What follows belongs to an exercise in optimizing a design on an open flow for a short achievable clock period and few clock cycles; a production flow would make more cautious choices. The RTL was checked by simulation tests, not by an equivalence proof against the original design. No activity file was given, so power comes from the tool's default toggle rates.

===== flow/design.v =====
module nr_mcu(clk, enable, code_addr, code_din, emif_addr, emif_wr_n, emif_rd_n, emif_din, emif_dout);
   input            clk;
   input            enable;
   output [15:0]    code_addr;
   input [39:0]     code_din;
   output [31:0]    emif_addr;
   reg [31:0]       emif_addr;
   output           emif_wr_n;
   reg              emif_wr_n;
   output           emif_rd_n;
   reg              emif_rd_n;
   output [31:0]    emif_din;
   reg [31:0]       emif_din;
   input [31:0]     emif_dout;
   localparam K_READ = 0, K_WRITE = 1, K_IREAD = 2, K_IWRITE = 3, K_SET = 4,
              K_ADD = 5, K_AND = 6, K_OR = 7, K_XOR = 8, K_SHL = 9, K_SHR = 10,
              K_SHL4 = 11, K_SHR4 = 12, K_DELAY = 13;
   localparam NK = 14;
   integer i;
   reg [15:0]       pc_f;
   reg              d_v;
   reg [15:0]       d_pc1;
   reg              sk_v;
   reg [39:0]       sk_w;
   reg [15:0]       sk_pc1;
   reg              halted;
   reg [15:0]       bk1, bk2, bk3, bk4;
   reg              push_p, pop_p;
   reg [15:0]       push_v;
   reg              r_v;
   reg [NK-1:0]     r_k;
   reg [31:0]       r_dat;
   reg              r_datz;
   reg [31:0]       r_sel;           
   reg              r_started;       
   reg              e_v;
   reg [NK-1:0]     e_k;
   reg              e_alu;           
   reg              e_nr0;           
   reg              e_simp;          
   reg              e_acw;           
   reg              e_rds;           
   reg [31:0]       e_dat;
   reg              e_datz;
   reg [31:0]       e_sel;
   reg [31:0]       e_opnd;          
   reg [31:0]       e_opc;           
   reg [31:0]       R0;
   reg [31:0]       R0c;              
   reg              r0p;              
   reg [31:0]       regs [0:31];
   reg              b_rd, b_wr;
   reg [3:0]        bc;
   reg              f_idle;           
   reg              f_free;           
   reg              f_rdd;            
   reg [31:0]       dly;
   reg              dly0, dly1;       
   assign code_addr = pc_f;
   wire        dv   = d_v | sk_v;
   wire [39:0] dw   = sk_v ? sk_w : code_din;
   wire [15:0] dpc1 = sk_v ? sk_pc1 : d_pc1;
   wire [7:0]  op_d = dw[39:32];
   wire d_jmp  = (op_d == 8'h11);
   wire d_jeq  = (op_d == 8'h12);
   wire d_jne  = (op_d == 8'h13);
   wire d_call = (op_d == 8'h51);
   wire d_ret  = (op_d == 8'h52);
   wire d_jcc  = d_jeq | d_jne;
   wire [NK-1:0] d_k;
   assign d_k[K_READ]   = (op_d == 8'h01);
   assign d_k[K_WRITE]  = (op_d == 8'h02);
   assign d_k[K_IREAD]  = (op_d == 8'h21);
   assign d_k[K_IWRITE] = (op_d == 8'h22);
   assign d_k[K_SET]    = (op_d == 8'h23);
   assign d_k[K_ADD]    = (op_d == 8'h31);
   assign d_k[K_AND]    = (op_d == 8'h32);
   assign d_k[K_OR]     = (op_d == 8'h33);
   assign d_k[K_XOR]    = (op_d == 8'h34);
   assign d_k[K_SHL]    = (op_d == 8'h35);
   assign d_k[K_SHR]    = (op_d == 8'h36);
   assign d_k[K_SHL4]   = (op_d == 8'h37);
   assign d_k[K_SHR4]   = (op_d == 8'h38);
   assign d_k[K_DELAY]  = (op_d == 8'h41);
   wire d_data = |d_k;
   wire d_ctl  = d_jmp | d_jcc | d_call | d_ret;
   wire r_alu   = r_k[K_ADD] | r_k[K_AND] | r_k[K_OR] | r_k[K_XOR] |
                  r_k[K_SHL] | r_k[K_SHR] | r_k[K_SHL4] | r_k[K_SHR4];
   wire r_acc   = r_k[K_READ] | r_k[K_WRITE];
   wire r_wr0   = r_k[K_READ] | r_k[K_IREAD] | r_k[K_SET] | r_alu;
   wire e_start = e_acw & f_free & dly1 & ~(e_k[K_WRITE] & r0p);
   wire e_dlygo = e_k[K_DELAY] & f_idle & dly0;
   wire e_go    = e_start | e_rds | e_dlygo | (e_simp & ~(e_nr0 & r0p));
   wire e_free  = ~e_v | e_go;
   wire r_free  = ~r_v | e_free;
   wire e_kill  = e_k[K_SET] | e_k[K_IREAD];
   wire e_rdfin = e_rds | (e_start & e_k[K_READ]);
   wire e_wait  = e_acw | e_k[K_DELAY];
   wire r_start = r_k[K_READ] & ~r_started & f_free & dly1 & ~e_wait;
   wire r_wait  = (r_acc & ~r_started) | r_k[K_DELAY];
   wire d_start_ok = f_free & dly1 & ~r_wait & ~e_wait & ~halted;
   wire [31:0] a_x = R0 ^ e_opnd;
   wire [31:0] a_o = R0 | e_opnd;
   wire addz    = ~a_x[0] & (a_x[31:1] == a_o[30:0]);    
   wire opz     = (e_opc == 32'd0);
   wire R0z     = (R0c == 32'd0);
   wire e_any0  = e_k[K_SET] | e_k[K_IREAD] | e_alu | e_k[K_READ];
   wire zres    = r_wr0 ? r_k[K_SET] :
                  e_any0 ? (e_k[K_SET] | e_k[K_IREAD] | (e_k[K_ADD] & ~r0p)) :
                  ~r0p;
   wire use_add = ~r_wr0 & e_k[K_ADD];
   wire z_fast  = r_wr0 ? r_datz :
                  e_k[K_SET] ? e_datz :
                  e_k[K_IREAD] ? opz : R0z;
   wire zval    = use_add ? addz : z_fast;
   wire d_halt  = dv & ~d_data & ~d_ctl;
   wire halt_c  = halted | d_halt;
   wire d_stall = dv & ((d_data & ~r_free) | (d_jcc & ~zres));
   wire d_tor   = dv & d_data & r_free;       
   wire d_start = d_tor & d_k[K_READ] & d_start_ok;
   wire t_unc   = dv & (d_jmp | d_call | d_ret);
   wire t_ok    = dv & zres;
   wire take1   = ~halt_c & (t_unc | (t_ok & d_jeq));   
   wire take0   = ~halt_c & (t_unc | (t_ok & d_jne));   
   wire [15:0] pc_f1  = pc_f + 16'd1;
   wire [15:0] tgt    = d_ret ? bk1 : dw[15:0];
   wire [15:0] pc_o   = (halt_c | d_stall) ? pc_f : pc_f1;
   wire [15:0] pc_n1  = take1 ? tgt : pc_o;
   wire [15:0] pc_n0  = take0 ? tgt : pc_o;
   wire        dv_o   = ~halt_c & ~d_stall;
   wire        dv_n1  = dv_o & ~take1;
   wire        dv_n0  = dv_o & ~take0;
   always @(posedge clk) begin
      d_pc1 <= pc_f1;
      if (~enable) begin
         pc_f <= 16'd0;
         d_v <= 1'b0;
         sk_v <= 1'b0;
         halted <= 1'b0;
      end else begin
         pc_f <= zval ? pc_n1 : pc_n0;
         d_v <= zval ? dv_n1 : dv_n0;
         sk_v <= ~halt_c & d_stall;
         halted <= halt_c;
      end
      if (~sk_v) begin
         sk_w <= code_din;
         sk_pc1 <= d_pc1;
      end
   end
   always @(posedge clk) begin
      push_p <= enable & ~halted & dv & d_call;
      pop_p  <= enable & ~halted & dv & d_ret;
      push_v <= dpc1;
      if (push_p) begin
         bk1 <= push_v;
         bk2 <= bk1;
         bk3 <= bk2;
         bk4 <= bk3;
      end else if (pop_p) begin
         bk1 <= bk2;
         bk2 <= bk3;
         bk3 <= bk4;
      end
   end
   wire d_go_r = d_tor & ~halted;
   always @(posedge clk) begin
      if (~enable) begin
         r_v <= 1'b0;
         r_k <= {NK{1'b0}};
         r_started <= 1'b0;
      end else if (r_free) begin
         r_v <= d_go_r;
         r_k <= d_go_r ? d_k : {NK{1'b0}};
         r_started <= d_start;
      end else if (r_start)
         r_started <= 1'b1;
      if (r_free) begin
         r_dat <= dw[31:0];
         r_datz <= (dw[31:0] == 32'd0);
         for (i = 0; i < 32; i = i + 1)
            r_sel[i] <= (dw[4:0] == i);
      end
   end
   reg [31:0] r_rd;
   always @(*) begin
      r_rd = 32'd0;
      for (i = 0; i < 32; i = i + 1)
         r_rd = r_rd | ({32{r_sel[i]}} & regs[i]);
   end
   reg         wb_v;
   reg [4:0]   wb_idx;
   reg [31:0]  wb_sel;
   reg [31:0]  wb_dat;
   wire r_fwd  = e_k[K_IWRITE] & (e_dat[4:0] == r_dat[4:0]);
   wire r_fwdw = wb_v & (wb_idx == r_dat[4:0]);
   wire [31:0] r_opnd = r_fwd ? R0c : r_fwdw ? wb_dat : r_rd;
   wire r_st = r_started | r_start;
   always @(posedge clk) begin
      if (~enable) begin
         e_v <= 1'b0;
         e_k <= {NK{1'b0}};
         e_alu <= 1'b0;
         e_nr0 <= 1'b0;
         e_simp <= 1'b0;
         e_acw <= 1'b0;
         e_rds <= 1'b0;
      end else if (e_free) begin
         e_v <= r_v;
         e_k <= r_k;
         e_alu <= r_alu;
         e_nr0 <= r_alu | r_k[K_WRITE] | r_k[K_IWRITE];
         e_simp <= r_v & ~r_acc & ~r_k[K_DELAY];
         e_acw <= r_acc & ~(r_k[K_READ] & r_st);
         e_rds <= r_k[K_READ] & r_st;
      end
      if (e_free) begin
         e_dat <= r_dat;
         e_datz <= r_datz;
         e_sel <= r_sel;
      end
      if (enable & e_free)
         e_opc <= r_opnd;
   end
   always @(posedge clk)
      e_opnd <= e_free ? r_opnd : e_opc;
   wire e_w = e_kill | (e_alu & ~r0p);
   reg [31:0] e_res, e_oth;
   always @(*) begin
      e_oth = ({32{e_k[K_SET]}}   & e_dat) |
              ({32{e_k[K_IREAD]}} & e_opc) |
              ({32{e_k[K_AND]}}   & (R0c & e_opc)) |
              ({32{e_k[K_OR]}}    & (R0c | e_opc)) |
              ({32{e_k[K_XOR]}}   & (R0c ^ e_opc)) |
              ({32{e_k[K_SHL]}}   & {R0c[30:0], 1'b0}) |
              ({32{e_k[K_SHR]}}   & {1'b0, R0c[31:1]}) |
              ({32{e_k[K_SHL4]}}  & {R0c[27:0], 4'b0000}) |
              ({32{e_k[K_SHR4]}}  & {4'b0000, R0c[31:4]});
      e_res = e_k[K_ADD] ? (R0 + e_opnd) : e_oth;
   end
   always @(posedge clk) begin
      if (~enable)
         r0p <= 1'b0;
      else if (e_rdfin)
         r0p <= 1'b1;
      else if (f_rdd | e_kill)
         r0p <= 1'b0;
      if (e_w)
         R0 <= e_res;
      else if (r0p & f_rdd)
         R0 <= emif_dout;
      else
         R0 <= R0c;
      if (enable & e_w)
         R0c <= e_res;
      else if (enable & r0p & f_rdd)
         R0c <= emif_dout;
   end
   always @(posedge clk) begin
      wb_v <= e_k[K_IWRITE] & ~r0p;
      wb_idx <= e_dat[4:0];
      wb_sel <= e_sel;
      wb_dat <= R0c;
      for (i = 0; i < 32; i = i + 1)
         if (wb_v & wb_sel[i])
            regs[i] <= wb_dat;
   end
   always @(posedge clk) begin
      if (~enable) begin
         dly <= 32'd0;
         dly0 <= 1'b1;
         dly1 <= 1'b1;
      end else if (e_dlygo) begin
         dly <= e_dat;
         dly0 <= e_datz;
         dly1 <= (e_dat[31:1] == 31'd0);
      end else if (~dly0) begin
         dly <= dly - 32'd1;
         dly0 <= dly1;
         dly1 <= (dly[31:2] == 30'd0) & ~(dly[1] & dly[0]);    
      end
   end
   wire b_start = e_start | r_start | d_start;
   always @(posedge clk) begin
      if (~enable) begin
         b_rd <= 1'b0;
         b_wr <= 1'b0;
         emif_rd_n <= 1'b1;
         emif_wr_n <= 1'b1;
         f_idle <= 1'b1;
         f_free <= 1'b1;
         f_rdd <= 1'b0;
      end else if (b_start) begin
         emif_addr <= e_start ? e_dat : r_start ? r_dat : dw[31:0];
         if (e_start & e_k[K_WRITE])
            emif_din <= R0c;
         b_rd <= ~(e_start & e_k[K_WRITE]);
         b_wr <= e_start & e_k[K_WRITE];
         bc <= 4'd0;
         emif_rd_n <= 1'b1;
         emif_wr_n <= 1'b1;
         f_idle <= 1'b0;
         f_free <= 1'b0;
         f_rdd <= 1'b0;
      end else if (b_rd) begin
         bc <= bc + 4'd1;
         emif_rd_n <= ~(bc <= 4'd7);
         if (bc == 4'd9)
            b_rd <= 1'b0;
         f_idle <= (bc == 4'd9);
         f_free <= (bc >= 4'd8);
         f_rdd <= (bc == 4'd7);
      end else if (b_wr) begin
         bc <= bc + 4'd1;
         emif_wr_n <= ~(bc == 4'd3);
         if (bc == 4'd5)
            b_wr <= 1'b0;
         f_idle <= (bc == 4'd5);
         f_free <= (bc >= 4'd4);
         f_rdd <= 1'b0;
      end else begin
         f_idle <= 1'b1;
         f_free <= 1'b1;
         f_rdd <= 1'b0;
      end
   end
endmodule

===== flow/run.sh =====
#!/bin/bash
# synth_recipe.tcl (not shown) runs the flow's synth.tcl, then flattens the netlist and writes it again
# the make line also repeats each setting of config.mk as NAME=value (left out here)
make -C /OpenROAD-flow-scripts/flow DESIGN_CONFIG=/design/flow/config.mk WORK_HOME=/design/flow/orfs CLKGATE_MAP_FILE= SYNTH_SCRIPT=/design/flow/synth_recipe.tcl finish

===== flow/config.mk =====
export PLATFORM = sky130hd
export DESIGN_NAME = nr_mcu
export DESIGN_NICKNAME = nr_mcu
export VERILOG_FILES = /design/flow/design.v
export SDC_FILE = /design/flow/constraint.sdc
export NUM_CORES = 4
export LEC_CHECK = 0
export ABC_CLOCK_PERIOD_IN_PS = 1500
export CAP_MARGIN = 20
export CORE_MARGIN = 2
export CORE_UTILIZATION = 35
export SETUP_SLACK_MARGIN = 4.4
export SLEW_MARGIN = 20

===== flow/constraint.sdc =====
create_clock -name core_clock -period 7.0 [get_ports {clk}]
set_input_delay 1.4000 -clock core_clock [delete_from_list [all_inputs] [get_ports {clk}]]
set_output_delay 1.4000 -clock core_clock [all_outputs]
set_load 0.01 [all_outputs]

==> results of run 1 <==
-- layout make-up --
| cell class | count | area [sq um] | area share [%] |
|---|---|---|---|
| Sequential cell | 1655 | 46900 | 58.7 |
| Multi-Input combinational cell | 2488 | 19400 | 24.3 |
| Clock buffer | 251 | 4800 | 6.00 |
| Timing Repair Buffer | 429 | 4330 | 5.42 |
| Tap cell | 2480 | 3100 | 3.88 |
| Inverter | 178 | 716 | 0.896 |
| Clock inverter | 60 | 634 | 0.794 |
| Timing Repair inverter | 1 | 11.3 | 0.0141 |
| Antenna cell | 4 | 10.0 | 0.0125 |
-- cell families (layout without fill, tap and decap cells) --
kind of cell	Yosys count	after routing	share of synthesized area, %
other	0	4	0
xor gates and xnor gates	87	87	1.16
muxes	115	115	1.90
AOI/OAI and AO/OA	1214	1214	13.2
adders and majority gates	133	133	2.55
and+or+nand+nor	933	939	7.11
DFF	1655	1655	71.4
buffers and inverters	456	919	2.67
-- flip-flops by register name (all words and copies together), names as in the netlist, 32 cells and up --
name       flops
emif_din      32
wb_dat        32
r_sel         32
emif_addr     32
dly           32
e_sel         32
e_opnd        32
regs        1024
wb_sel        32
sk_w          40
R0c           32
R0            32
r_dat         32
e_dat         32
e_opc         32
-- per-stage QoR --
step	area, sq um	hold slack, ps
final	79900	323
after global placement	70200	324
after CTS	78400	328
after floorplan	65800	323
after global routing	79900	339
after detailed placement	70200	327
-- placed cells by master (no fill, tap or decap), types with 89 or more instances in the layout --
cell,n
clkbuf_16,173
inv_1,162
ha_1,102
dfxtp_1,239
o21ai_0,89
edfxtp_1,1366
nor2_1,239
a21oi_1,180
buf_4,169
a22oi_1,438
nand2_1,180
nand3_1,107
-- metal layers --
layer	part of all wire [%]	routed length, microns	GRT usage (%)	up-vias
li1	-	-	-	18600
met1	39	90500	32.2	23000
met2	45	104000	36.0	3094
met3	12	28500	5.34	488
met4	4.1	9500	8.85	4
met5	0.0099	23	0	-
-- what timing repair did --
item	in CTS	in global routing
resized for setup	741	244
buffers inserted	108	49
endpoints found under the setup margin	557	363
pin swaps	103	127
cloned	11	5
hold buffers	0	0
-- report_power, final --
part           total, W  switching (W)  internal, W
clock           0.00888        0.00391      0.00497
sequential       0.0108       0.000134       0.0107
combinational   0.00136       0.000777     0.000583
total            0.0210        0.00482       0.0162
-- worst max-delay path by stage --
stage | slack, ps | from | to | cells past startpoint
floorplan | 3060 | code_din[33] | emif_addr[0] | 7
global placement | 2080 | code_din[32] | pc_f[14] | 10
detailed placement | 2300 | code_din[32] | emif_addr[21] | 9
CTS | 3930 | e_opnd[17] | pc_f[15] | 12
global route | 3810 | e_opnd[19] | pc_f[15] | 12
finish | 3890 | e_opnd[19] | pc_f[15] | 12
==> results.yml, run 1 <==
outcome:
  outcome: "complete, no violations"
cts:
  clock_path_buffers: 3
  clock_sinks: 1655
  cts_buffers: 166
  h-tree-depth: 4
  path_clk_slew_ps: 60
  cts_root_buf: "clkbuf_16"
  insertion_delay_ps: 830
  cts_tree: "built"
drt:
  drt_iter0_drc: 7055
  drt-pass1-iter-count: 8
  vias: 45200
  ant_nets: 0
  wire_per_inst_microns: 30.8
  viasPerCell: 5.99
  drt-total-wl_mm: 233
  drc: 0
timing:
  hold_violations: 0
  setup_viol: 0
  slew_viol_final: 0
  layout_min_cycle_time_ps: 3110
  grt_setup_unrepaired: "true"
  fin_worst_skew_ps: 74.2
  setup_ws_ps: 3890
  tightest_slew_ps: 1120
  max_freq_mhz: 321
  finalSetupTns_ps: 0
  period_share_pct: 44.5
  relSlewSlack_pct: 25.1
finish:
  final_cells: 7546
  finalCoreUtilization_pct: 43.0
  finalNetCount: 5126
  drive_gt1_share_pct: 21.4
  fillerInstances: 16600
  syn2layout_area_growth_pct: 21.9
worst_setup_path:
  r2r_setup_slack_ps: 3890
  cp_common_cell: "nand4_1"
  path_class: "reg2reg"
  worstRegToRegCells: 12
  cp_data_arrival_time_ps: 3800
  timing.rr.end: "pc_f[15]"
  crit_buf_inv: 3
  required_ps: 7690
  slowest_stage: "a31oi_4"
  slowest_delay_ps: 390
  worst_setup_path_end_kind: "register"
  crit_fanout: 6
  crit_chain: "inv_1 > ha_4 > xor2_2 > nand4_1 > nor4_2 > nand4_1 > a31oi_4 > nand3b_1 > a21oi_4 > buf_12 > buf_16 > o311a_1"
  crit_family: "simple AND/OR/NAND/NOR gates"
  r2r-start: "e_opnd[19]"
  worst_setup_path_start_kind: "register"
logic_synthesis:
  synth_area_leaders: "edfxtp_1, dfxtp_1, a22oi_1"
  synth_ff_type: "edfxtp_1"
  ys_seq_area_share_pct: 71.4
  synthArstFlopShare_pct: 0
  syn_area_sq_um: 65500
  yosysMostFrequentCell: "edfxtp_1"
  synth_edf_count: 1366
  synth_top_cell_by_area: "edfxtp_1"
  syn_avg_cell_area_sq_um: 14.3
  ys_warn_count: 2
  netlist_instances: 4593
  ys_ff_latch: 1655
  ys_types: 89
  yosys-top-cells-count: "edfxtp_1, a22oi_1, dfxtp_1"
  synth_top_area_share_pct: 62.6
  synthesis.nets: 4800
global_route:
  grt_pass1_wl_mm: 322
  grt.overflow.total: 0
  grt_max_degree: 82
  first_global_vias: 43000
  antenna_found_initial: 5
  grt.total_usage_pct: 23.4
die:
  num_rows: 158
  ioPinCount: 156
  coreArea_sq_um: 186000
  die_w_microns: 437
  die_area_sq_um: 191000
  start_util_pct: 35.3
  fp.dieH_microns: 437
placement:
  hpwl_mm: 124
  post-place-ws_ps: 2300
  placed_cells: 7058
  io_buffer_count: 155
  gp_congestion: 0.910
hold_path:
  hold_start: "e_sel[2]"
  min_to: "wb_sel[2]"
  hold_path_class: "reg2reg"
  hold-path-cell-count: 0
pwr:
  p_leak_nw: 27.5
  p_total_w: 0.0210
  peakVddDrop_v: 0.000218
  pwr_density_cell_nw_per_um2: 263
run:
  maxCapViolCount: 0
Testbench counts, summed over its fixed seeds: cycles 59,949.
==> inputs of run 2 (changes only) <==
--- a/flow/design.v
+++ b/flow/design.v
@@ -292,7 +292,4 @@
          f_rdd <= 1'b0;
       end else if (b_start) begin
-         emif_addr <= e_start ? e_dat : r_start ? r_dat : dw[31:0];
-         if (e_start & e_k[K_WRITE])
-            emif_din <= R0c;
          b_rd <= ~(e_start & e_k[K_WRITE]);
          b_wr <= e_start & e_k[K_WRITE];
@@ -306,4 +303,5 @@
          bc <= bc + 4'd1;
          emif_rd_n <= ~(bc <= 4'd7);
+         emif_wr_n <= 1'b1;
          if (bc == 4'd9)
             b_rd <= 1'b0;
@@ -314,4 +312,5 @@
          bc <= bc + 4'd1;
          emif_wr_n <= ~(bc == 4'd3);
+         emif_rd_n <= 1'b1;
          if (bc == 4'd5)
             b_wr <= 1'b0;
@@ -320,4 +319,6 @@
          f_rdd <= 1'b0;
       end else begin
+         emif_rd_n <= 1'b1;
+         emif_wr_n <= 1'b1;
          f_idle <= 1'b1;
          f_free <= 1'b1;
@@ -325,3 +326,13 @@
       end
    end
+   reg [31:0]  a_h, w_h;
+   wire        w_start = e_start & e_k[K_WRITE];
+   wire [31:0] a_n = b_start ? (e_start ? e_dat : r_start ? r_dat : dw[31:0]) : a_h;
+   wire [31:0] w_n = w_start ? R0c : w_h;
+   always @(posedge clk) begin
+      a_h <= a_n;
+      w_h <= w_n;
+      emif_addr <= enable ? a_n : 32'd0;
+      emif_din <= enable ? w_n : 32'd0;
+   end
 endmodule
==> results.yml, run 2 <==
die:
  die_area_sq_um: 198000
  start_util_pct: 35.3
  num_rows: 161
  fp.dieH_microns: 445
  coreArea_sq_um: 193000
  ioPinCount: 156
  die_w_microns: 445
finish:
  drive_gt1_share_pct: 22.7
  design_area_sq_um: 82400
  largestRegisters: "regs: 1024 flops, sk_w: 40 flops"
  final_cell_mix: "edfxtp_1, a22oi_1, dfxtp_1, nor2_1, nand2_1"
  largest_reg_flops: 1024
  syn2layout_area_growth_pct: 21.1
  largest-register: "regs"
  finalNetCount: 5375
  final_common_cell: "edfxtp_1"
  fillerInstances: 17100
  final_cells: 7848
pwr:
  peakVddDrop_v: 0.000238
  p_leak_nw: 28.6
  pwr_density_cell_nw_per_um2: 267
  p_int_w: 0.0170
  switching_share_pct: 23.0
  power_frac_seq_pct: 50.8
  combPwrFrac_pct: 6.6
  power.clock.fraction_pct: 42.6
  p_sw_w: 0.00506
cts:
  cts_buffers: 174
  insertion_delay_ps: 850
  path_clk_slew_ps: 60
  cts_root_buf: "clkbuf_16"
  holdBufCountCts: 0
  clock_path_buffers: 3
  h-tree-depth: 4
  clock_sinks: 1719
  cts_tree: "built"
global_route:
  grt.overflow.total: 0
  grt_pass1_wl_mm: 334
  antenna_found_initial: 7
  first_global_vias: 44200
  grt_max_degree: 88
  grt.total_usage_pct: 23.5
worst_setup_path:
  crit_buf_inv: 1
  cp_data_arrival_time_ps: 3680
  slowest_stage: "a211o_4"
  required_ps: 7710
  worst_setup_path_end_kind: "register"
  path_class: "reg2reg"
  slowest_delay_ps: 400
  worst_setup_path_start_kind: "register"
  crit_family: "compound AO/OA/AOI/OAI gates"
  crit_chain: "buf_4 > nor4_4 > nand4_1 > o21ai_2 > nand3_4 > o211a_4 > a211o_4 > a211o_1 > o31ai_2"
  crit_fanout: 11
placement:
  placed_cells: 7358
  hpwl_mm: 131
  gp_congestion: 0.938
  placed_area_sq_um: 72700
  io_buffer_count: 155
  post-place-ws_ps: 2460
timing:
  relSlewSlack_pct: 25.2
  setup_viol: 0
  grt_setup_unrepaired: "true"
  layout_min_cycle_time_ps: 2970
  fin_worst_skew_ps: 86.0
  finalSetupTns_ps: 0
  max_freq_mhz: 337
  tightest_slew_ps: 1120
  slew_viol_final: 0
  setup_ws_ps: 4030
  period_share_pct: 42.4
  hold_violations: 0
drt:
  ant_nets: 0
  vias: 47000
  drt-total-wl_mm: 241
  drc: 0
  viasPerCell: 5.98
  drt_iter0_drc: 7436
  wire_per_inst_microns: 30.7
  drt-pass1-iter-count: 7
outcome:
  outcome: "complete, no violations"
logic_synthesis:
  synth_ff_type: "edfxtp_1"
  syn_avg_cell_area_sq_um: 14.0
  synth_top_cell_by_area: "edfxtp_1"
  netlist_instances: 4869
  ys_types: 94
  ys_ff_latch: 1719
  synthArstFlopShare_pct: 0
  ys_seq_area_share_pct: 69.7
  yosys-top-cells-count: "edfxtp_1, a22oi_1, dfxtp_1"
  syn_area_sq_um: 68000
  ys_warn_count: 2
  synth_area_leaders: "edfxtp_1, dfxtp_1, a22oi_1"
  yosysMostFrequentCell: "edfxtp_1"
  synth_top_area_share_pct: 57.5
  synth_edf_count: 1302
  synthesis.nets: 5076
run:
  maxCapViolCount: 0
hold_path:
  hold_path_class: "reg2reg"
## run 2: final cells by class
| type | count | area, sq um | share of cell area (%) |
|---|---|---|---|
| Antenna cell | 8 | 20.0 | 0.0243 |
| Clock buffer | 249 | 4860 | 5.90 |
| Clock inverter | 73 | 883 | 1.07 |
| Inverter | 159 | 622 | 0.755 |
| Multi-Input combinational cell | 2690 | 21200 | 25.7 |
| Sequential cell | 1719 | 47600 | 57.8 |
| Tap cell | 2526 | 3160 | 3.84 |
| Timing Repair Buffer | 424 | 4060 | 4.93 |
## run 2: metal layers
| metal | global-route usage (%) | routed length [microns] |
|---|---|---|
| met1 | 33.5 | 97200 |
| met5 | 0 | 13 |
| met4 | 8.05 | 8380 |
| met3 | 4.80 | 28300 |
| met2 | 35.6 | 107000 |
## run 2: logic make-up (layout without fill, tap and decap cells)
group,Yosys count,count (layout),share of synthesized area [%]
DFF,1719,1719,69.7
xor gates and xnor gates,83,83,1.07
muxes,206,206,3.46
AOI/OAI and AO/OA,1211,1212,12.8
and+or+nand+nor,1045,1056,7.78
other,0,8,0
adders and majority gates,133,133,2.46
buffers and inverters,472,905,2.71
## run 2: path summary, 6_finish.rpt
kind,start,endpoint,slack [ps],depth (start not counted)
min,e_sel[20],wb_sel[20],270,0
min reg2reg,e_sel[20],wb_sel[20],270,0
max,R0c[15],pc_f[1],4030,9
max reg2reg,R0c[15],pc_f[1],4030,9
## run 2: power groups by stage
stage / logic [W] / clock network [W] / registers [W]
final: 0.00146 / 0.00938 / 0.0112
after CTS: 0.00132 / 0.00943 / 0.0112
after detailed placement: 0.00111 / 0 / 0.0114
after floorplan: 0.000683 / 0 / 0.0113
after global placement: 0.00110 / 0 / 0.0114
after global routing: 0.00154 / 0.00984 / 0.0112
## run 2: metrics by stage
step | utilization [%] | total power (W) | hold slack (ps)
final | 42.7 | 0.0220 | 271
after global routing | 42.7 | 0.0226 | 279
after CTS | 42.1 | 0.0219 | 274
after detailed placement | 37.7 | 0.0125 | 327
after global placement | 37.7 | 0.0125 | 324
after floorplan | - | 0.0120 | 323
## run 2: repair_timing
item | 4_1_cts | 5_1_grt
setup endpoints to repair | 542 | 337
pin swaps | 84 | 81
resized for setup | 835 | 223
gates cloned | 11 | 1
buffers inserted | 106 | 42
Testbench counts of run 2, summed over its fixed seeds: cycles 59,949.
==> inputs of run 3 (changes only) <==
--- a/flow/config.mk
+++ b/flow/config.mk
@@ -9,5 +9,5 @@
 export CAP_MARGIN = 20
 export CORE_MARGIN = 2
-export CORE_UTILIZATION = 35
+export CORE_UTILIZATION = 45
 export SETUP_SLACK_MARGIN = 4.4
 export SLEW_MARGIN = 20
==> results.yml, run 3 <==
worst_setup_path:
  cp_data_arrival_time_ps: 3660
  crit_chain: "inv_1 > ha_4 > xor2_2 > nand4_1 > nor4_2 > buf_4 > nand4_1 > o211a_4 > a211o_4 > a211o_1 > o31ai_1"
  worstRegToRegCells: 11
  path_class: "reg2reg"
  r2r-start: "R0[1]"
  cp_common_cell: "nand4_1"
  slowest_delay_ps: 410
  worst_setup_path_end_kind: "register"
  r2r_setup_slack_ps: 4040
  timing.rr.end: "pc_f[6]"
  required_ps: 7690
  crit_fanout: 6
  worst_setup_path_start_kind: "register"
  slowest_stage: "a211o_4"
pwr:
  peakVddDrop_v: 0.000237
  pwr_density_cell_nw_per_um2: 270
  p_leak_nw: 28.6
logic_synthesis:
  synthMuxAreaShare_pct: 3.46
  synth-adder-area-share_pct: 2.46
  synth_top_cell_by_area: "edfxtp_1"
  yosysMostFrequentCell: "edfxtp_1"
  synth_ff_type: "edfxtp_1"
  yosys-top-cells-count: "edfxtp_1, a22oi_1, dfxtp_1"
  ys_warn_count: 2
  synth_simple_gate_area_share_pct: 7.78
  synthArstFlopShare_pct: 0
  synth_compound_area_share_pct: 12.8
  ys_seq_area_share_pct: 69.7
  synthesis.nets: 5076
  synth_top_area_share_pct: 57.5
  syn_avg_cell_area_sq_um: 14.0
  synth_top_family_by_area: "compound AO/OA/AOI/OAI gates"
  synthXorXnorAreaFrac_pct: 1.07
  ys_ff_latch: 1719
  synth_edf_count: 1302
  syn_area_sq_um: 68000
  ys_types: 94
  netlist_instances: 4869
  synth_area_leaders: "edfxtp_1, dfxtp_1, a22oi_1"
placement:
  io_buffer_count: 155
  post-place-ws_ps: 2340
  placed_area_sq_um: 72100
  hpwl_mm: 128
  gp_congestion: 0.897
drt:
  drt_iter0_drc: 7026
  wire_per_inst_microns: 32.4
  ant_nets: 0
  viasPerCell: 6.39
  drt-pass1-iter-count: 9
  drc: 0
  drt-total-wl_mm: 238
  vias: 46900
finish:
  drive_gt1_share_pct: 22.3
  seq_area_sq_um: 47600
  design_area_sq_um: 81800
  largest-register: "regs"
  multi_input_area_sq_um: 21100
  finalCoreUtilization_pct: 54.5
  largest_reg_flops: 1024
  syn2layout_area_growth_pct: 20.2
  finalNetCount: 5371
  fillerInstances: 12300
  final_common_cell: "edfxtp_1"
  final_cell_mix: "edfxtp_1, a22oi_1, dfxtp_1, nor2_1, nand2_1"
  largestRegisters: "regs: 1024 flops, sk_w: 40 flops"
cts:
  cts_tree: "built"
  clock_path_buffers: 3
  insertion_delay_ps: 820
  clock_sinks: 1719
  path_clk_slew_ps: 60
  cts_root_buf: "clkbuf_16"
  cts_buffers: 174
  holdBufCountCts: 0
  h-tree-depth: 4
timing:
  finalSetupTns_ps: 0
  setup_ws_ps: 4040
  relSlewSlack_pct: 21.7
  layout_min_cycle_time_ps: 2960
  fin_worst_skew_ps: 60.6
  hold_violations: 0
  tightest_slew_ps: 1170
  slew_viol_final: 0
  grt_setup_unrepaired: "true"
  holdWs_ps: 332
  max_freq_mhz: 338
  period_share_pct: 42.3
  setup_viol: 0
die:
  num_rows: 142
  start_util_pct: 45.4
  die_area_sq_um: 154000
  coreArea_sq_um: 150000
  die_w_microns: 393
  fp.dieH_microns: 393
  ioPinCount: 156
global_route:
  grt.total_usage_pct: 30.1
  grt_max_degree: 88
  grt_pass1_wl_mm: 329
  first_global_vias: 44100
  grt.overflow.total: 0
  antenna_found_initial: 6
hold_path:
  min_to: "wb_sel[23]"
  hold-path-cell-count: 0
  hold_start: "e_sel[23]"
  hold_path_class: "reg2reg"
run:
  maxCapViolCount: 0
outcome:
  outcome: "complete, no violations"
run 3: cell counts after synthesis:
Identical to the previous run, type by type.
run 3: layout make-up:
| cell class | count | share of cell area [%] |
|---|---|---|
| Tap cell | 2016 | 3.08 |
| Clock buffer | 244 | 6.02 |
| Sequential cell | 1719 | 58.2 |
| Inverter | 159 | 0.756 |
| Timing Repair Buffer | 422 | 4.91 |
| Antenna cell | 2 | 0.00612 |
| Clock inverter | 85 | 1.15 |
| Multi-Input combinational cell | 2688 | 25.9 |
run 3: layer usage:
layer | track usage (%) | share of wire [%] | vias to the layer above
met3 | 6.06 | 11 | 495
met5 | 0 | 0 | -
met1 | 43.3 | 40 | 23900
met4 | 10.4 | 4.0 | 0
li1 | - | - | 19500
met2 | 45.4 | 45 | 3005
run 3: cell families (layout without fill, tap and decap cells):
| kind of cell | after synthesis | count (layout) |
|---|---|---|
| flip-flops | 1719 | 1719 |
| AO/OA/AOI/OAI | 1211 | 1212 |
| AND/OR/NAND/NOR | 1045 | 1054 |
| buffers and inverters | 472 | 910 |
| multiplexers | 206 | 206 |
| adder cells (fa/ha/maj) | 133 | 133 |
| XOR/XNOR | 83 | 83 |
| other | 0 | 2 |
run 3: power breakdown:
part	switching [W]	internal (W)
Combinational	0.000834	0.000659
Sequential	0.000147	0.0110
Clock	0.00407	0.00536
Total	0.00506	0.0171
run 3: metrics by stage:
stage / power [W] / instances
after floorplan: 0.0120 / 4869
after global placement: 0.0125 / 6850
after detailed placement: 0.0125 / 6850
after CTS: 0.0220 / 7268
after global routing: 0.0227 / 7333
final: 0.0221 / 7335
run 3: worst max-delay path: cells and delay by family (launching register included):
family / cells / cell delay, ps
and+or+nand+nor: 3 / 690
xor gates and xnor gates: 1 / 210
AOI/OAI and AO/OA: 4 / 980
DFF: 1 / 330
buffers and inverters: 2 / 340
adders and majority gates: 1 / 320
run 3: how the worst max path moves through the flow:
stage / startpoint / to / slack, ps / depth (start not counted)
floorplan: code_din[39] / bc[0] / 3440 / 10
global placement: code_din[32] / pc_f[6] / 2390 / 9
detailed placement: code_din[32] / pc_f[1] / 2340 / 9
CTS: r0p / pc_f[4] / 4070 / 9
global route: R0[1] / pc_f[8] / 3990 / 11
finish: R0[1] / pc_f[6] / 4040 / 11
run 3: repair_timing:
item	CTS	global route
setup endpoints to repair	415	334
hold endpoints to repair	0	0
cloned	9	2
buffers inserted	80	62
resized for setup	777	255
pin swaps	70	101
==> inputs of run 4 (changes only) <==
--- a/flow/design.v
+++ b/flow/design.v
@@ -19,4 +19,12 @@
    integer i;
    reg [15:0]       pc_f;
+   reg              d_pred;          
+   reg              sk_pred;
+   reg [15:0]       d_pc, sk_pc;
+   localparam NB = 8;
+   reg [NB-1:0]     bt_v;
+   reg [15:0]       bt_tag [0:NB-1];
+   reg [15:0]       bt_tgt [0:NB-1];
+   reg [2:0]        bt_ptr;
    reg              d_v;
    reg [15:0]       d_pc1;
@@ -26,6 +34,4 @@
    reg              halted;
    reg [15:0]       bk1, bk2, bk3, bk4;
-   reg              push_p, pop_p;
-   reg [15:0]       push_v;
    reg              r_v;
    reg [NK-1:0]     r_k;
@@ -61,4 +67,6 @@
    wire [39:0] dw   = sk_v ? sk_w : code_din;
    wire [15:0] dpc1 = sk_v ? sk_pc1 : d_pc1;
+   wire [15:0] dpc  = sk_v ? sk_pc : d_pc;
+   wire        dpred = sk_v ? sk_pred : (d_v & d_pred);
    wire [7:0]  op_d = dw[39:32];
    wire d_jmp  = (op_d == 8'h11);
@@ -125,12 +133,27 @@
    wire [15:0] pc_f1  = pc_f + 16'd1;
    wire [15:0] tgt    = d_ret ? bk1 : dw[15:0];
-   wire [15:0] pc_o   = (halt_c | d_stall) ? pc_f : pc_f1;
-   wire [15:0] pc_n1  = take1 ? tgt : pc_o;
-   wire [15:0] pc_n0  = take0 ? tgt : pc_o;
-   wire        dv_o   = ~halt_c & ~d_stall;
-   wire        dv_n1  = dv_o & ~take1;
-   wire        dv_n0  = dv_o & ~take0;
+   reg         bt_hit;
+   reg [15:0]  bt_t;
+   always @(*) begin
+      bt_hit = 1'b0;
+      bt_t = 16'd0;
+      for (i = 0; i < NB; i = i + 1)
+         if (bt_v[i] & (bt_tag[i] == pc_f)) begin
+            bt_hit = 1'b1;
+            bt_t = bt_t | bt_tgt[i];
+         end
+   end
+   wire [15:0] seqn   = bt_hit ? bt_t : pc_f1;
+   wire        hs     = halt_c | d_stall;
+   wire [15:0] pc_t   = dpred ? seqn : tgt;     
+   wire [15:0] pc_nt  = dpred ? dpc1 : seqn;    
+   wire [15:0] pc_n1  = hs ? pc_f : take1 ? pc_t : pc_nt;
+   wire [15:0] pc_n0  = hs ? pc_f : take0 ? pc_t : pc_nt;
+   wire        dv_n1  = ~hs & (take1 ? dpred : ~dpred);
+   wire        dv_n0  = ~hs & (take0 ? dpred : ~dpred);
    always @(posedge clk) begin
       d_pc1 <= pc_f1;
+      d_pc <= pc_f;
+      d_pred <= bt_hit;
       if (~enable) begin
          pc_f <= 16'd0;
@@ -147,16 +170,33 @@
          sk_w <= code_din;
          sk_pc1 <= d_pc1;
+         sk_pc <= d_pc;
+         sk_pred <= d_pred;
+      end
+   end
+   reg         ba_v1, ba_v0, ba_z;
+   reg [15:0]  ba_tag, ba_tgt;
+   always @(posedge clk) begin
+      ba_v1 <= enable & take1 & ~dpred & ~d_ret;
+      ba_v0 <= enable & take0 & ~dpred & ~d_ret;
+      ba_z <= zval;
+      ba_tag <= dpc;
+      ba_tgt <= dw[15:0];
+      if (~enable) begin
+         bt_v <= {NB{1'b0}};
+         bt_ptr <= 3'd0;
+      end else if (ba_z ? ba_v1 : ba_v0) begin
+         bt_v[bt_ptr] <= 1'b1;
+         bt_tag[bt_ptr] <= ba_tag;
+         bt_tgt[bt_ptr] <= ba_tgt;
+         bt_ptr <= bt_ptr + 3'd1;
       end
    end
    always @(posedge clk) begin
-      push_p <= enable & ~halted & dv & d_call;
-      pop_p  <= enable & ~halted & dv & d_ret;
-      push_v <= dpc1;
-      if (push_p) begin
-         bk1 <= push_v;
+      if (enable & dv & d_call) begin
+         bk1 <= dpc1;
          bk2 <= bk1;
          bk3 <= bk2;
          bk4 <= bk3;
-      end else if (pop_p) begin
+      end else if (enable & dv & d_ret) begin
          bk1 <= bk2;
          bk2 <= bk3;
@@ -292,4 +332,7 @@
          f_rdd <= 1'b0;
       end else if (b_start) begin
+         emif_addr <= e_start ? e_dat : r_start ? r_dat : dw[31:0];
+         if (e_start & e_k[K_WRITE])
+            emif_din <= R0c;
          b_rd <= ~(e_start & e_k[K_WRITE]);
          b_wr <= e_start & e_k[K_WRITE];
@@ -303,5 +346,4 @@
          bc <= bc + 4'd1;
          emif_rd_n <= ~(bc <= 4'd7);
-         emif_wr_n <= 1'b1;
          if (bc == 4'd9)
             b_rd <= 1'b0;
@@ -312,5 +354,4 @@
          bc <= bc + 4'd1;
          emif_wr_n <= ~(bc == 4'd3);
-         emif_rd_n <= 1'b1;
          if (bc == 4'd5)
             b_wr <= 1'b0;
@@ -319,6 +360,4 @@
          f_rdd <= 1'b0;
       end else begin
-         emif_rd_n <= 1'b1;
-         emif_wr_n <= 1'b1;
          f_idle <= 1'b1;
          f_free <= 1'b1;
@@ -326,13 +365,3 @@
       end
    end
-   reg [31:0]  a_h, w_h;
-   wire        w_start = e_start & e_k[K_WRITE];
-   wire [31:0] a_n = b_start ? (e_start ? e_dat : r_start ? r_dat : dw[31:0]) : a_h;
-   wire [31:0] w_n = w_start ? R0c : w_h;
-   always @(posedge clk) begin
-      a_h <= a_n;
-      w_h <= w_n;
-      emif_addr <= enable ? a_n : 32'd0;
-      emif_din <= enable ? w_n : 32'd0;
-   end
 endmodule
--- a/flow/config.mk
+++ b/flow/config.mk
@@ -9,5 +9,5 @@
 export CAP_MARGIN = 20
 export CORE_MARGIN = 2
-export CORE_UTILIZATION = 45
+export CORE_UTILIZATION = 35
 export SETUP_SLACK_MARGIN = 4.4
 export SLEW_MARGIN = 20
==> results.yml, run 4 <==
outcome:
  outcome: "complete, no violations"
die:
  fp.dieH_microns: 474
  die_w_microns: 474
  die_area_sq_um: 225000
  ioPinCount: 156
  num_rows: 172
  coreArea_sq_um: 220000
  start_util_pct: 35.2
logic_synthesis:
  synthesis.nets: 5619
  synth_edf_count: 1623
  synth_top_cell_by_area: "edfxtp_1"
  synth_ff_type: "edfxtp_1"
  ys_ff_latch: 1957
  ys_seq_area_share_pct: 71.7
  yosysMostFrequentCell: "edfxtp_1"
  syn_area_sq_um: 77300
  syn_avg_cell_area_sq_um: 14.3
  netlist_instances: 5408
  ys_warn_count: 2
  ys_types: 87
  synth_top_area_share_pct: 63.0
  yosys-top-cells-count: "edfxtp_1, a22oi_1, dfxtp_1"
  synthArstFlopShare_pct: 0
  synth_area_leaders: "edfxtp_1, dfxtp_1, a22oi_1"
finish:
  largest-register: "regs"
  finalNetCount: 6083
  final_common_cell: "edfxtp_1"
  seq_area_sq_um: 55500
  largest_reg_flops: 1024
  largestRegisters: "regs: 1024 flops, bt_tag: 128 flops, bt_tgt: 128 flops"
  fillerInstances: 19400
  drive_gt1_share_pct: 22.6
  syn2layout_area_growth_pct: 23.4
  multi_input_area_sq_um: 23000
  final_cell_mix: "edfxtp_1, a22oi_1, nand2_1, dfxtp_1, buf_4"
worst_setup_path:
  required_ps: 7680
  crit_chain: "buf_4 > mux2i_4 > o211ai_1 > or2_4 > buf_12 > a221o_1 > o21ai_4 > nor3_4 > buf_6 > buf_12 > or3_4 > a211o_1 > a41o_1"
  worst_setup_path_end_kind: "register"
  crit_buf_inv: 4
  crit_family: "compound AO/OA/AOI/OAI gates"
  worstRegToRegCells: 11
  worstSetupPathDepth: 13
  r2r_setup_slack_ps: 3680
  slowest_stage: "or3_4"
  r2r-start: "sk_v"
  cp_common_cell: "buf_12"
  timing.rr.end: "emif_addr[2]"
  cp_data_arrival_time_ps: 4070
  crit_fanout: 6
  slowest_delay_ps: 400
  path_class: "in2reg"
  worst_setup_path_start_kind: "input port"
placement:
  hpwl_mm: 146
  gp_congestion: 0.877
  io_buffer_count: 155
timing:
  grt_setup_unrepaired: "true"
  layout_min_cycle_time_ps: 3390
  finalSetupTns_ps: 0
  period_share_pct: 48.4
  relSlewSlack_pct: 23.3
  fin_worst_skew_ps: 90.5
  hold_violations: 0
  tightest_slew_ps: 1150
  slew_viol_final: 0
  holdWs_ps: 299
  max_freq_mhz: 295
  setup_viol: 0
drt:
  ant_nets: 0
  drc: 0
  drt_iter0_drc: 8258
  drt-pass1-iter-count: 8
  vias: 52900
  wire_per_inst_microns: 30.1
  drt-total-wl_mm: 271
  viasPerCell: 5.88
cts:
  h-tree-depth: 4
  cts_buffers: 190
  clock_sinks: 1957
  path_clk_slew_ps: 60
  cts_root_buf: "clkbuf_16"
  cts_tree: "built"
  insertion_delay_ps: 880
  holdBufCountCts: 0
  clock_path_buffers: 3
pwr:
  p_leak_nw: 33.0
  peakVddDrop_v: 0.000281
  pwr_density_cell_nw_per_um2: 266
  switching_share_pct: 23.2
  p_sw_w: 0.00589
  p_int_w: 0.0195
  power_frac_seq_pct: 50.7
  combPwrFrac_pct: 7.0
  power.clock.fraction_pct: 42.3
global_route:
  first_global_vias: 49800
  grt.total_usage_pct: 23.2
  grt_pass1_wl_mm: 375
  grt.overflow.total: 0
  grt_max_degree: 77
  antenna_found_initial: 2
hold_path:
  min_to: "wb_sel[16]"
  hold_path_class: "reg2reg"
  hold-path-cell-count: 0
  hold_start: "e_sel[16]"
run:
  maxCapViolCount: 0
==> run 4: worst max-delay path by stage <==
stage                      start             to  slack [ps]
floorplan           code_din[33]   emif_addr[0]        2690
global placement    code_din[32]        pc_f[0]        1840
detailed placement  code_din[32]        pc_f[1]        1770
CTS                 code_din[34]  emif_addr[29]        3680
global route              e_k[5]       pc_f[15]        3560
finish              code_din[32]       pc_f[15]        3610
==> run 4: kinds of logic after synthesis <==
logic type	after synthesis	synth area share [%]
AOI/OAI and AO/OA	1330	12.3
xor gates and xnor gates	209	2.37
adders and majority gates	137	2.23
buffers and inverters	512	2.57
DFF	1957	71.7
muxes	115	1.59
and+or+nand+nor	1148	7.30
==> run 4: area by class of cell <==
| type | count | area share (%) |
|---|---|---|
| Timing Repair Buffer | 591 | 6.23 |
| Inverter | 184 | 0.764 |
| Clock inverter | 121 | 1.57 |
| Clock buffer | 238 | 5.27 |
| Antenna cell | 3 | 0.00787 |
| Tap cell | 2958 | 3.88 |
| Multi-Input combinational cell | 2946 | 24.1 |
| Timing Repair inverter | 2 | 0.0170 |
| Sequential cell | 1957 | 58.2 |
==> run 4: per-layer routing <==
| metal | GRT usage, % | wire [microns] | part of all wire [%] | vias to the layer above |
|---|---|---|---|---|
| met5 | 0 | 0 | 0 | - |
| li1 | - | - | - | 21900 |
| met1 | 31.9 | 106000 | 39 | 27100 |
| met4 | 8.28 | 10900 | 4.0 | 0 |
| met2 | 36.1 | 123000 | 45 | 3350 |
| met3 | 5.11 | 30500 | 11 | 521 |
==> run 4: worst reg2reg max path, cell delays in order (launching register included) <==
cell and delay [ps]:
dfxtp_4 460, nor3b_4 370, buf_4 200, o211ai_4 90, or2_4 260, nor2_4 90, a211oi_2 50, or4_4 440
or4_4 530, and3_4 270, nor2_4 160, buf_12 150
==> run 4: power groups by stage <==
stage | Combinational [W] | Sequential (W) | Clock [W]
6_report | 0.00179 | 0.0129 | 0.0107
5_1_grt | 0.00187 | 0.0129 | 0.0112
4_1_cts | 0.00163 | 0.0129 | 0.0108
3_5_place_dp | 0.00121 | 0.0131 | 0
3_3_place_gp | 0.00120 | 0.0131 | 0
2_1_floorplan | 0.000763 | 0.0130 | 0
==> run 4: stage by stage <==
step           utilization (%)  power, W  instance area (sq um)  std cells  worst slack [ps]
5_1_grt                   43.4    0.0260                  95400       8997              3560
3_5_place_dp              37.7    0.0143                  82900       8344              1770
6_report                  43.4    0.0254                  95400       9000              3610
2_1_floorplan                -    0.0138                  77800       5408              2690
4_1_cts                   42.6    0.0253                  93600       8923              3680
3_3_place_gp              37.7    0.0143                  82800       8341              1840
==> run 4: what timing repair did <==
item	4_1_cts	5_1_grt
setup endpoints to repair	879	389
buffers inserted	201	71
cloned	19	3
pin swaps	147	141
gates resized for setup	904	283
Testbench counts of run 4, summed over its fixed seeds: cycles 58,373.
==> inputs of run 5 (changes only) <==
--- a/flow/design.v
+++ b/flow/design.v
@@ -19,4 +19,5 @@
    integer i;
    reg [15:0]       pc_f;
+   reg [15:0]       pc_o_r;          
    reg              d_pred;          
    reg              sk_pred;
@@ -24,4 +25,5 @@
    localparam NB = 8;
    reg [NB-1:0]     bt_v;
+   reg [NB-1:0]     bt_ret;
    reg [15:0]       bt_tag [0:NB-1];
    reg [15:0]       bt_tgt [0:NB-1];
@@ -50,8 +52,6 @@
    reg              e_datz;
    reg [31:0]       e_sel;
-   reg [31:0]       e_opnd;          
-   reg [31:0]       e_opc;           
+   reg [31:0]       e_opnd;
    reg [31:0]       R0;
-   reg [31:0]       R0c;              
    reg              r0p;              
    reg [31:0]       regs [0:31];
@@ -63,5 +63,5 @@
    reg [31:0]       dly;
    reg              dly0, dly1;       
-   assign code_addr = pc_f;
+   assign code_addr = pc_o_r;
    wire        dv   = d_v | sk_v;
    wire [39:0] dw   = sk_v ? sk_w : code_din;
@@ -111,6 +111,6 @@
    wire [31:0] a_o = R0 | e_opnd;
    wire addz    = ~a_x[0] & (a_x[31:1] == a_o[30:0]);    
-   wire opz     = (e_opc == 32'd0);
-   wire R0z     = (R0c == 32'd0);
+   wire opz     = (e_opnd == 32'd0);
+   wire R0z     = (R0 == 32'd0);
    wire e_any0  = e_k[K_SET] | e_k[K_IREAD] | e_alu | e_k[K_READ];
    wire zres    = r_wr0 ? r_k[K_SET] :
@@ -133,4 +133,5 @@
    wire [15:0] pc_f1  = pc_f + 16'd1;
    wire [15:0] tgt    = d_ret ? bk1 : dw[15:0];
+   wire [15:0] bk1_n  = (dv & d_call) ? dpc1 : (dv & d_ret) ? bk2 : bk1;
    reg         bt_hit;
    reg [15:0]  bt_t;
@@ -141,5 +142,5 @@
          if (bt_v[i] & (bt_tag[i] == pc_f)) begin
             bt_hit = 1'b1;
-            bt_t = bt_t | bt_tgt[i];
+            bt_t = bt_t | (bt_ret[i] ? bk1_n : bt_tgt[i]);
          end
    end
@@ -152,4 +153,6 @@
    wire        dv_n1  = ~hs & (take1 ? dpred : ~dpred);
    wire        dv_n0  = ~hs & (take0 ? dpred : ~dpred);
+   wire [15:0] pc_n   = zval ? pc_n1 : pc_n0;
+   wire        take   = zval ? take1 : take0;
    always @(posedge clk) begin
       d_pc1 <= pc_f1;
@@ -158,9 +161,11 @@
       if (~enable) begin
          pc_f <= 16'd0;
+         pc_o_r <= 16'd0;
          d_v <= 1'b0;
          sk_v <= 1'b0;
          halted <= 1'b0;
       end else begin
-         pc_f <= zval ? pc_n1 : pc_n0;
+         pc_f <= pc_n;
+         pc_o_r <= pc_n;
          d_v <= zval ? dv_n1 : dv_n0;
          sk_v <= ~halt_c & d_stall;
@@ -174,10 +179,9 @@
       end
    end
-   reg         ba_v1, ba_v0, ba_z;
+   reg         ba_v, ba_ret;
    reg [15:0]  ba_tag, ba_tgt;
    always @(posedge clk) begin
-      ba_v1 <= enable & take1 & ~dpred & ~d_ret;
-      ba_v0 <= enable & take0 & ~dpred & ~d_ret;
-      ba_z <= zval;
+      ba_v <= enable & take & ~dpred;
+      ba_ret <= d_ret;
       ba_tag <= dpc;
       ba_tgt <= dw[15:0];
@@ -185,6 +189,7 @@
          bt_v <= {NB{1'b0}};
          bt_ptr <= 3'd0;
-      end else if (ba_z ? ba_v1 : ba_v0) begin
+      end else if (ba_v) begin
          bt_v[bt_ptr] <= 1'b1;
+         bt_ret[bt_ptr] <= ba_ret;
          bt_tag[bt_ptr] <= ba_tag;
          bt_tgt[bt_ptr] <= ba_tgt;
@@ -229,11 +234,6 @@
          r_rd = r_rd | ({32{r_sel[i]}} & regs[i]);
    end
-   reg         wb_v;
-   reg [4:0]   wb_idx;
-   reg [31:0]  wb_sel;
-   reg [31:0]  wb_dat;
-   wire r_fwd  = e_k[K_IWRITE] & (e_dat[4:0] == r_dat[4:0]);
-   wire r_fwdw = wb_v & (wb_idx == r_dat[4:0]);
-   wire [31:0] r_opnd = r_fwd ? R0c : r_fwdw ? wb_dat : r_rd;
+   wire r_fwd = e_k[K_IWRITE] & (e_dat[4:0] == r_dat[4:0]);
+   wire [31:0] r_opnd = r_fwd ? R0 : r_rd;
    wire r_st = r_started | r_start;
    always @(posedge clk) begin
@@ -259,23 +259,20 @@
          e_datz <= r_datz;
          e_sel <= r_sel;
+         e_opnd <= r_opnd;
       end
-      if (enable & e_free)
-         e_opc <= r_opnd;
    end
-   always @(posedge clk)
-      e_opnd <= e_free ? r_opnd : e_opc;
    wire e_w = e_kill | (e_alu & ~r0p);
-   reg [31:0] e_res, e_oth;
+   reg [31:0] e_res;
    always @(*) begin
-      e_oth = ({32{e_k[K_SET]}}   & e_dat) |
-              ({32{e_k[K_IREAD]}} & e_opc) |
-              ({32{e_k[K_AND]}}   & (R0c & e_opc)) |
-              ({32{e_k[K_OR]}}    & (R0c | e_opc)) |
-              ({32{e_k[K_XOR]}}   & (R0c ^ e_opc)) |
-              ({32{e_k[K_SHL]}}   & {R0c[30:0], 1'b0}) |
-              ({32{e_k[K_SHR]}}   & {1'b0, R0c[31:1]}) |
-              ({32{e_k[K_SHL4]}}  & {R0c[27:0], 4'b0000}) |
-              ({32{e_k[K_SHR4]}}  & {4'b0000, R0c[31:4]});
-      e_res = e_k[K_ADD] ? (R0 + e_opnd) : e_oth;
+      e_res = ({32{e_k[K_SET]}}   & e_dat) |
+              ({32{e_k[K_IREAD]}} & e_opnd) |
+              ({32{e_k[K_ADD]}}   & (R0 + e_opnd)) |
+              ({32{e_k[K_AND]}}   & (R0 & e_opnd)) |
+              ({32{e_k[K_OR]}}    & (R0 | e_opnd)) |
+              ({32{e_k[K_XOR]}}   & (R0 ^ e_opnd)) |
+              ({32{e_k[K_SHL]}}   & {R0[30:0], 1'b0}) |
+              ({32{e_k[K_SHR]}}   & {1'b0, R0[31:1]}) |
+              ({32{e_k[K_SHL4]}}  & {R0[27:0], 4'b0000}) |
+              ({32{e_k[K_SHR4]}}  & {4'b0000, R0[31:4]});
    end
    always @(posedge clk) begin
@@ -290,19 +287,9 @@
       else if (r0p & f_rdd)
          R0 <= emif_dout;
-      else
-         R0 <= R0c;
-      if (enable & e_w)
-         R0c <= e_res;
-      else if (enable & r0p & f_rdd)
-         R0c <= emif_dout;
    end
    always @(posedge clk) begin
-      wb_v <= e_k[K_IWRITE] & ~r0p;
-      wb_idx <= e_dat[4:0];
-      wb_sel <= e_sel;
-      wb_dat <= R0c;
       for (i = 0; i < 32; i = i + 1)
-         if (wb_v & wb_sel[i])
-            regs[i] <= wb_dat;
+         if (e_k[K_IWRITE] & ~r0p & e_sel[i])
+            regs[i] <= R0;
    end
    always @(posedge clk) begin
@@ -334,5 +321,5 @@
          emif_addr <= e_start ? e_dat : r_start ? r_dat : dw[31:0];
          if (e_start & e_k[K_WRITE])
-            emif_din <= R0c;
+            emif_din <= R0;
          b_rd <= ~(e_start & e_k[K_WRITE]);
          b_wr <= e_start & e_k[K_WRITE];
==> results.yml, run 5 <==
outcome:
  outcome: "complete, no violations"
pwr:
  power.clock.fraction_pct: 41.8
  switching_share_pct: 23.0
  power_frac_seq_pct: 52.0
  p_total_w: 0.0230
  p_int_w: 0.0177
  p_leak_nw: 30.5
  peakVddDrop_v: 0.000290
  p_sw_w: 0.00531
  pwr_density_cell_nw_per_um2: 253
  combPwrFrac_pct: 6.2
timing:
  relSlewSlack_pct: 29.7
  finalSetupTns_ps: 0
  tightest_slew_ps: 1050
  hold_violations: 0
  setup_viol: 0
  grt_setup_unrepaired: "true"
  layout_min_cycle_time_ps: 3400
  fin_worst_skew_ps: 113
  period_share_pct: 48.6
  slew_viol_final: 0
  max_freq_mhz: 294
worst_setup_path:
  slowest_stage: "mux2_4"
  crit_family: "compound AO/OA/AOI/OAI gates"
  r2r_setup_slack_ps: 3600
  worst_setup_path_end_kind: "register"
  crit_chain: "buf_6 > mux2_4 > o21ai_4 > a311oi_2 > buf_4 > buf_6 > a2111oi_4 > nand2b_4 > nor3_4 > a211oi_4 > buf_12 > mux2_4 > a211o_1 > a22o_1"
  worstRegToRegCells: 12
  path_class: "in2reg"
  cp_data_arrival_time_ps: 4160
  cp-startpoint: "code_din[36]"
  slowest_delay_ps: 370
  worst_setup_path_start_kind: "input port"
  r2r-start: "e_opnd[0]"
  timing.rr.end: "pc_f[9]"
  worstSetupPathDepth: 14
  crit_buf_inv: 4
  cp-endpoint: "pc_f[9]"
  crit_fanout: 6
  required_ps: 7760
finish:
  drive_gt1_share_pct: 24.0
  multi_input_area_sq_um: 21000
  finalNetCount: 5656
  final_cell_mix: "edfxtp_1, a22oi_1, buf_4, nor2_1, nand2_1"
  largestRegisters: "regs: 1024 flops, bt_tag: 128 flops, bt_tgt: 128 flops"
  design_area_sq_um: 91000
  largest_reg_flops: 1024
  largest-register: "regs"
  fillerInstances: 18300
  syn2layout_area_growth_pct: 24.6
  seq_area_sq_um: 53000
  final_common_cell: "edfxtp_1"
die:
  num_rows: 167
  start_util_pct: 35.3
  fp.dieH_microns: 461
  die_w_microns: 461
  die_area_sq_um: 212000
  ioPinCount: 156
  coreArea_sq_um: 207000
cts:
  h-tree-depth: 4
  clock_sinks: 1830
  cts_tree: "built"
  holdBufCountCts: 0
  cts_root_buf: "clkbuf_16"
  path_clk_slew_ps: 60
  cts_buffers: 178
  clock_path_buffers: 3
  insertion_delay_ps: 890
logic_synthesis:
  synthMuxAreaShare_pct: 2.36
  yosysMostFrequentCell: "edfxtp_1"
  synthXorXnorAreaFrac_pct: 2.51
  synth_top_family_by_area: "compound AO/OA/AOI/OAI gates"
  ys_ff_latch: 1830
  syn_avg_cell_area_sq_um: 14.8
  synth_compound_area_share_pct: 11.8
  synth_ff_type: "edfxtp_1"
  ys_seq_area_share_pct: 72.5
  synth_simple_gate_area_share_pct: 7.38
  yosys-top-cells-count: "edfxtp_1, a22oi_1, nor2_1"
  synthesis.nets: 5071
  synth_top_cell_by_area: "edfxtp_1"
  ys_warn_count: 2
  synth_top_area_share_pct: 67.0
  syn_area_sq_um: 73100
  netlist_instances: 4922
  synth_edf_count: 1631
  synthArstFlopShare_pct: 0
  synth-adder-area-share_pct: 1.29
  ys_types: 96
  synth_area_leaders: "edfxtp_1, dfxtp_1, a22oi_1"
global_route:
  first_global_vias: 47300
  gr-usage-met3_pct: 5.06
  grt.total_usage_pct: 24.6
  grt.overflow.total: 0
  grtUsageMet1_pct: 33.3
  antenna_found_initial: 20
  grt_max_degree: 68
  grt_pass1_wl_mm: 370
  busiest_layer: "met2"
  grt.met2_usage_pct: 38.0
placement:
  io_buffer_count: 155
  hpwl_mm: 142
  placed_area_sq_um: 78500
  gp_congestion: 0.896
drt:
  drt-pass1-iter-count: 8
  vias: 50700
  drt-total-wl_mm: 271
  drt_iter0_drc: 8659
  viasPerCell: 6.00
  ant_nets: 0
  drc: 0
  wire_per_inst_microns: 32.0
run:
  maxCapViolCount: 0
hold_path:
  hold_path_class: "reg2reg"
## run 5: timing repair
item                                    CTS  global route
gates cloned                             36             4
gates resized for setup                 844           271
setup buffers                           222           106
pin swaps                               110           125
endpoints found under the setup margin  839           452
## run 5: cells by family (layout without fill, tap and decap cells)
logic type	Yosys count	count (layout)
flops	1830	1830
compound gates	1183	1183
simple gates	1072	1074
buf+inv	392	1124
xor+xnor	209	209
mux	161	161
fa+ha+maj	75	75
other cells	0	20
## run 5: final cells by class
class | count | area share [%]
Tap cell | 2788 | 3.83
Multi-Input combinational cell | 2702 | 23.1
Inverter | 120 | 0.550
Antenna cell | 20 | 0.0550
Sequential cell | 1830 | 58.2
Timing Repair Buffer | 675 | 7.84
Clock inverter | 106 | 1.24
Clock buffer | 223 | 5.18
## run 5: worst min-delay path by stage
stage / cells after the start / start / slack [ps] / to
3_3_place_gp: 0 / d_pc[13] / 390 / ba_tag[13]
5_1_grt: 0 / d_pc[11] / 410 / ba_tag[11]
3_5_place_dp: 0 / d_pc[0] / 390 / ba_tag[0]
6_report: 0 / d_pc[6] / 400 / ba_tag[6]
4_1_cts: 0 / d_pc[6] / 400 / ba_tag[6]
2_1_floorplan: 0 / d_pc[0] / 390 / ba_tag[0]
## run 5: through the flow
stage / util [%] / worst slack [ps] / cells / hold WS (ps)
2_1_floorplan: - / 2810 / 4922 / 386
3_3_place_gp: 37.9 / 1730 / 7746 / 385
3_5_place_dp: 37.9 / 1650 / 7747 / 389
4_1_cts: 42.9 / 3630 / 8334 / 400
5_1_grt: 43.9 / 3510 / 8461 / 412
6_report: 43.9 / 3600 / 8464 / 400
## run 5: layer usage
metal,wire length [microns],part of all wire (%)
met1,102000,38
met2,123000,45
met3,32300,12
met4,14000,5.2
met5,102,0.038
## run 5: worst register-to-register path, stage by stage (launching register included)
cell	delay, ps
edfxtp_1	490
buf_6	180
nor4_1	350
nand4_1	220
nor2_1	150
a211o_1	270
a311oi_4	200
buf_4	200
a211oi_4	260
buf_12	150
mux2_4	370
a211o_1	250
a22o_1	190
## run 5: power by group through the flow
stage               Clock, W  Sequential, W  Combinational, W
floorplan                  0         0.0122          0.000526
global placement           0         0.0122          0.000868
detailed placement         0         0.0122          0.000870
CTS                  0.00966         0.0120           0.00120
global route          0.0101         0.0120           0.00147
finish               0.00963         0.0120           0.00142
Testbench counts of run 5, summed over its fixed seeds: cycles 58,116.

port drivers added, routing unchanged:
No port has a modelled driver above. Below, the same layouts with a new extraction and two added sets of constraints.
Step 1: set_driving_cell puts a clkbuf_16 on clk and a buf_2 on each other input, an assumption about the parent block.
Step 2 adds t to the input delays and takes it off the output delays; t is the mean of the earliest and latest rising clock arrival at the registers after step 1. Input paths then give back, and output paths get back, about the clock's delay inside the block.
Slacks: ideal / step 1 / step 2; pairs: ideal / step 1.
run	t (ns)	slack for setup (ns)	latest minus earliest clock arrival (ns)	worst slew at a driven data input, ns
run 1	0.875	3.888 / 3.888 / 3.048	0.076 / 0.076	0.09
run 2	0.896	4.034 / 4.034 / 3.260	0.086 / 0.087	0.09
run 3	0.888	4.039 / 4.039 / 3.243	0.070 / 0.070	0.10
run 4	0.929	3.609 / 3.660 / 2.731	0.114 / 0.114	0.07
run 5	0.910	3.601 / 3.602 / 2.734	0.118 / 0.118	0.13
After both steps setup and hold are still met in every run listed. For run 4, which loses most, drivers alone change the setup slack by +0.051 ns; drivers and shift together by -0.878 ns.
